Background: an optimization exercise with open tools, aiming at small area. Do not read the settings as production practice. Function was checked by simulation only, so behaviour that the tests miss may differ from the original. Power and IR drop assume default switching activity.

Design pipeline_top, start of the top module:
module pipeline_top(
    input         clk,
    input         reset,
    output [8:0]  imem_addr,
    input  [31:0] imem_rdata,
    output [7:0]  dmem_addr,
    input  [63:0] dmem_rdata,
    output [63:0] dmem_wdata,
    output        dmem_we
    );
Size in the first run: ~840 cells after synthesis, about 500 flip-flops, roughly 180 I/O pins, ~15000 um2 of cells after synthesis.
clock: 5.0 ns
lec_check: 0
cap_margin: 20
core_margin: 2
core_utilization: 40
slew_margin: 20
standard.sh (not shown) runs the stock make flow with config.mk's settings and CLKGATE_MAP_FILE= SYNTH_SCRIPT=/design/flow/synth_recipe.tcl, a recipe that flattens the netlist after the stock synthesis.
==> flow/flow/run.sh <==
#!/bin/bash
# Standard ORFS layout (standard.sh) with smaller port buffers and a tuned clock tree.
set -euo pipefail
bash standard.sh \
  BUFFER_PORTS_ARGS="-buffer_cell sky130_fd_sc_hd__buf_1" \
  CTS_ARGS="-sink_clustering_enable -repair_clock_nets -dont_use_dummy_load -buf_list sky130_fd_sc_hd__clkbuf_4 -sink_clustering_size 12 -sink_clustering_max_diameter 50"  \
  finish > standard_flow.log 2>&1
==> next run, changes <==
==> flow/flow/run.sh (replaced) <==
#!/bin/bash
# Standard ORFS layout (standard.sh) with smaller port buffers and a tuned clock tree.
set -euo pipefail
bash standard.sh \
  BUFFER_PORTS_ARGS="-buffer_cell sky130_fd_sc_hd__buf_1" \
  CTS_ARGS="-sink_clustering_enable -repair_clock_nets -dont_use_dummy_load -buf_list sky130_fd_sc_hd__clkbuf_8 -sink_clustering_size 16 -sink_clustering_max_diameter 50"  \
  finish > standard_flow.log 2>&1
After rerunning: The new run passed the timing, DRC and antenna checks. Setup slack is better by 0.15 ns. Total power is higher by a few percent. Via count goes down slightly. Critical path depth is unchanged. Synthesized cell count stays the same.
==> next run, changes <==
==> flow/flow/run.sh (replaced) <==
#!/bin/bash
# Standard ORFS layout (standard.sh) with smaller port buffers and a tuned clock tree.
set -euo pipefail
bash standard.sh \
  BUFFER_PORTS_ARGS="-buffer_cell sky130_fd_sc_hd__buf_1" \
  CTS_ARGS="-sink_clustering_enable -repair_clock_nets -dont_use_dummy_load -buf_list sky130_fd_sc_hd__clkbuf_4 -sink_clustering_size 10 -sink_clustering_max_diameter 60"  \
  finish > standard_flow.log 2>&1
- The new run ran to the end with no violations
- worst setup slack degrades by 0.17 ns
- register-to-register slack improves by 0.02 ns
- design area goes down slightly
- global-route usage hardly moves
- via count increases slightly
- clock power fell by about a fifth
- die area is unchanged
- utilization goes down by 0.47 points
- fmax goes down by a few percent
- first-iteration DRC count came out lower by a few percent
==> next run, changes <==
==> flow/flow/run.sh (replaced) <==
#!/bin/bash
# Standard ORFS layout (standard.sh) with smaller port buffers and a tuned clock tree.
set -euo pipefail
bash standard.sh \
  BUFFER_PORTS_ARGS="-buffer_cell sky130_fd_sc_hd__buf_1" \
  CTS_ARGS="-sink_clustering_enable -repair_clock_nets -dont_use_dummy_load -buf_list sky130_fd_sc_hd__clkbuf_4 -sink_clustering_size 10 -sink_clustering_max_diameter 50" RECOVER_POWER=100 \
  finish > standard_flow.log 2>&1
The new run ran to the end with violations: capacitance limit, slew limit.
Synthesized area does not change.
Wire length climbs by 0.38%.
Clock skew climbs by 0.038 ns.
Via count does not change.
Die area is unchanged.
Sequential power is about the same.
Global-route usage hardly moves.
==> next run, changes <==
==> flow/flow/run.sh (replaced) <==
#!/bin/bash
# Standard ORFS layout (standard.sh) with smaller port buffers and a tuned clock tree.
set -euo pipefail
bash standard.sh \
  BUFFER_PORTS_ARGS="-buffer_cell sky130_fd_sc_hd__buf_1" \
  CTS_ARGS="-sink_clustering_enable -repair_clock_nets -dont_use_dummy_load -buf_list sky130_fd_sc_hd__clkbuf_4 -sink_clustering_size 10 -sink_clustering_max_diameter 50"  \
  finish > standard_flow.log 2>&1
Effect:
- The changed run ran to the end with no violations
- cell count is unchanged
- maximum frequency grows by 35%
- total power is about the same

== the baseline ==
The RTL this note starts from:
==> flow/design.v <==
`timescale 1ns / 1ps
module pipeline_top(
    input         clk,
    input         reset,
    output [8:0]  imem_addr,
    input  [31:0] imem_rdata,
    output [7:0]  dmem_addr,
    input  [63:0] dmem_rdata,
    output [63:0] dmem_wdata,
    output        dmem_we
    );
    reg [63:0] r0, r1, r2, r3;    
    reg [3:0]  we;                
    reg [3:0]  hold;              
    reg [8:0] pc;
    always @(posedge clk or posedge reset)
        if (reset) pc <= 9'd0;
        else       pc <= pc + 9'd1;
    assign imem_addr = pc;
    wire [3:0] f_op    = imem_rdata[31:28];
    wire [1:0] f_ra    = imem_rdata[27:26];
    wire       f_load  = (f_op == 4'b1010);
    wire       f_store = (f_op == 4'b1011);
    wire       f_wreg  = ~(f_store | (f_op == 4'b1111));
    wire       f_mem   = f_load | f_store;
    wire [1:0] f_dst   = f_load ? f_ra : imem_rdata[23:22];
    reg       d_mem, d_wreg;
    reg [3:0] d_nrsel;            
    reg [1:0] d_dst;
    reg [7:0] d_addr;
    always @(posedge clk or posedge reset)
        if (reset) begin
            d_mem  <= 1'b0;
            d_wreg <= 1'b0;
        end else begin
            d_mem  <= f_mem;
            d_wreg <= f_wreg;
        end
    always @(posedge clk) begin
        d_nrsel[0] <= (f_ra != 2'd0);
        d_nrsel[1] <= (f_ra != 2'd1);
        d_nrsel[2] <= (f_ra != 2'd2);
        d_nrsel[3] <= (f_ra != 2'd3);
        d_dst  <= f_dst;
        d_addr <= imem_rdata[21:14];
    end
    wire [63:0] p01 = ~(({64{d_nrsel[0]}} | r0) & ({64{d_nrsel[1]}} | r1));
    wire [63:0] p23 = ~(({64{d_nrsel[2]}} | r2) & ({64{d_nrsel[3]}} | r3));
    wire [63:0] rdata = p01 | p23;
    reg        e_mem, e_wreg;
    reg [1:0]  e_dst;
    reg [7:0]  e_addr;
    reg [63:0] e_val;
    always @(posedge clk or posedge reset)
        if (reset) begin
            e_mem  <= 1'b0;
            e_wreg <= 1'b0;
        end else begin
            e_mem  <= d_mem;
            e_wreg <= d_wreg;
        end
    always @(posedge clk) begin
        e_dst  <= d_dst;
        e_addr <= d_addr;
        e_val  <= rdata;
    end
    reg        m_mem, m_wreg;
    reg [1:0]  m_dst;
    reg [7:0]  m_addr;
    reg [63:0] m_val;
    always @(posedge clk or posedge reset)
        if (reset) begin
            m_mem  <= 1'b0;
            m_wreg <= 1'b0;
        end else begin
            m_mem  <= e_mem;
            m_wreg <= e_wreg;
        end
    always @(posedge clk) begin
        m_dst  <= e_dst;
        m_addr <= e_addr;
        m_val  <= e_val;
    end
    wire   m_load     = m_mem & m_wreg;
    assign dmem_we    = m_mem & ~m_wreg;
    assign dmem_addr  = m_addr;
    assign dmem_wdata = m_val;
    reg [63:0] w_nval;    
    wire [3:0] m_we;
    assign m_we[0] = m_wreg & (m_dst == 2'd0);
    assign m_we[1] = m_wreg & (m_dst == 2'd1);
    assign m_we[2] = m_wreg & (m_dst == 2'd2);
    assign m_we[3] = m_wreg & (m_dst == 2'd3);
    always @(posedge clk or posedge reset)
        if (reset) begin
            we   <= 4'b1111;
            hold <= 4'b1111;
        end else begin
            we   <= m_we;
            hold <= ~m_we;
        end
    always @(posedge clk)
        w_nval <= ~(m_load ? dmem_rdata : m_val);
    always @(posedge clk) begin
        r0 <= ({64{we[0]}} | r0) & ({64{hold[0]}} | w_nval);
        r1 <= ({64{we[1]}} | r1) & ({64{hold[1]}} | w_nval);
        r2 <= ({64{we[2]}} | r2) & ({64{hold[2]}} | w_nval);
        r3 <= ({64{we[3]}} | r3) & ({64{hold[3]}} | w_nval);
    end
endmodule
clock: 5.0 ns
lec_check: 0
cap_margin: 20
core_margin: 2
core_utilization: 40
slew_margin: 20
==> flow/flow/run.sh <==
#!/bin/bash
# Standard ORFS layout (standard.sh) in two parts: after the floorplan, every
# cell is swapped to its smallest drive strength (flow/downsize.tcl), so that
# the later repair steps size up only where needed.  Ports are buffered by the
# smallest buffer and the clock tree is built from small clock buffers.
set -euo pipefail
ARGS=(BUFFER_PORTS_ARGS="-buffer_cell sky130_fd_sc_hd__buf_1"
      CTS_ARGS="-sink_clustering_enable -repair_clock_nets -dont_use_dummy_load -buf_list sky130_fd_sc_hd__clkbuf_4 -sink_clustering_size 11 -sink_clustering_max_diameter 50" )
bash standard.sh "${ARGS[@]}" floorplan > standard_floorplan.log 2>&1
DOWNSIZE_ODB=orfs/results/$FLOW_PLATFORM/pipeline_top/base/2_floorplan.odb \
  openroad -no_init -exit flow/downsize.tcl > downsize.log 2>&1
bash standard.sh "${ARGS[@]}" finish > standard_finish.log 2>&1
==> flow/flow/downsize.tcl <==
# Swap every standard cell of the synthesized netlist to the smallest drive
# strength of the same cell, before placement; the flow's own repair steps
# then size up or buffer only where slew, capacitance or timing need it.
set odb $::env(DOWNSIZE_ODB)
read_db $odb
set db [ord::get_db]
set block [ord::get_db_block]
set masters {}
foreach lib [$db getLibs] {
  foreach m [$lib getMasters] {
    dict set masters [$m getName] $m
  }
}
set n 0
foreach inst [$block getInsts] {
  set m [$inst getMaster]
  set name [$m getName]
  if {![regexp {^(sky130_fd_sc_hd__[a-z0-9]+)_([0-9]+)$} $name -> base drv]} { continue }
  if {[string match *tap* $base] || [string match *fill* $base] || [string match *decap* $base]} { continue }
  set best $m
  set best_area [expr {[$m getWidth] * [$m getHeight]}]
  dict for {cand cm} $masters {
    if {![regexp "^${base}_\[0-9\]+\$" $cand]} { continue }
    if {[string match *lpflow* $cand] || [string match *probe* $cand]} { continue }
    set a [expr {[$cm getWidth] * [$cm getHeight]}]
    if {$a < $best_area} { set best $cm; set best_area $a }
  }
  if {$best ne $m} {
    $inst swapMaster $best
    incr n
  }
}
puts "downsize: swapped $n instances"
write_db $odb
The baseline: PASS, flow complete, no timing, DRC or antenna violations
Changes in the candidate relative to the baseline:
--- a/flow/flow/run.sh
+++ b/flow/flow/run.sh
@@ -7,3 +7,3 @@
 ARGS=(BUFFER_PORTS_ARGS="-buffer_cell sky130_fd_sc_hd__buf_1"
-      CTS_ARGS="-sink_clustering_enable -repair_clock_nets -dont_use_dummy_load -buf_list sky130_fd_sc_hd__clkbuf_4 -sink_clustering_size 11 -sink_clustering_max_diameter 50" )
+      CTS_ARGS="-sink_clustering_enable -repair_clock_nets -dont_use_dummy_load -buf_list sky130_fd_sc_hd__clkbuf_4 -sink_clustering_size 10 -sink_clustering_max_diameter 50" )
 bash standard.sh "${ARGS[@]}" floorplan > standard_floorplan.log 2>&1
### Flow results
Looking at the reports, the candidate completed the entire flow and the layout it produced met the timing, DRC and antenna checks.
Compared with the baseline, the candidate degrades total via count after detailed routing.
The maximum fanout encountered on the critical timing path was comparable across the candidate and the baseline.
[compare] base=the baseline new=the candidate: share of power burned in the clock network shows an increase of 0.3 points, relative area of clock buffers and inverters in the final design shows no meaningful change, routed length on met3 fell about 14%, final-stage net count stayed essentially flat.
The candidate — internal power contribution 0.027 mW higher, the baseline as reference
Between the candidate and the baseline, the non-clock buffer contribution to total cell area figures differ only marginally.
The candidate and the baseline ended up with nearly the same average via count per standard cell.
The baseline consumes less power than the candidate.

[port drivers added, routing unchanged]
The flow's constraints put no driver on any port. The routed layouts listed below were extracted and timed again, unchanged, in two steps.
Step 1: set_driving_cell puts a clkbuf_16 on clk and a buf_2 on each other input, an assumption about the parent block.
Step 2 adds t to the input delays and takes it off the output delays; t is the mean of the earliest and latest rising clock arrival at the registers after step 1. Input paths then give back, and output paths get back, about the clock's delay inside the block.
Slacks: ideal / step 1 / step 2; pairs: ideal / step 1.
| run | t, ns | setup slack, ns | pins driven straight from the clock port |
|---|---|---|---|
| the first run of note 1 | 0.768 | 2.420 / 2.376 / 2.709 | 1 |
| the second run of note 1 | 0.621 | 2.568 / 2.523 / 2.743 | 1 |
| the third run of note 1 | 0.793 | 2.400 / 2.357 / 2.755 | 1 |
| the fourth run of note 1 | 0.777 | 1.458 / 1.458 / 1.458 | 1 |
| the fifth run of note 1 | 0.779 | 2.380 / 2.337 / 2.725 | 1 |
| the baseline | 0.800 | 2.399 / 2.354 / 2.926 | 1 |
| the candidate | 0.822 | 2.373 / 2.326 / 2.886 | 1 |
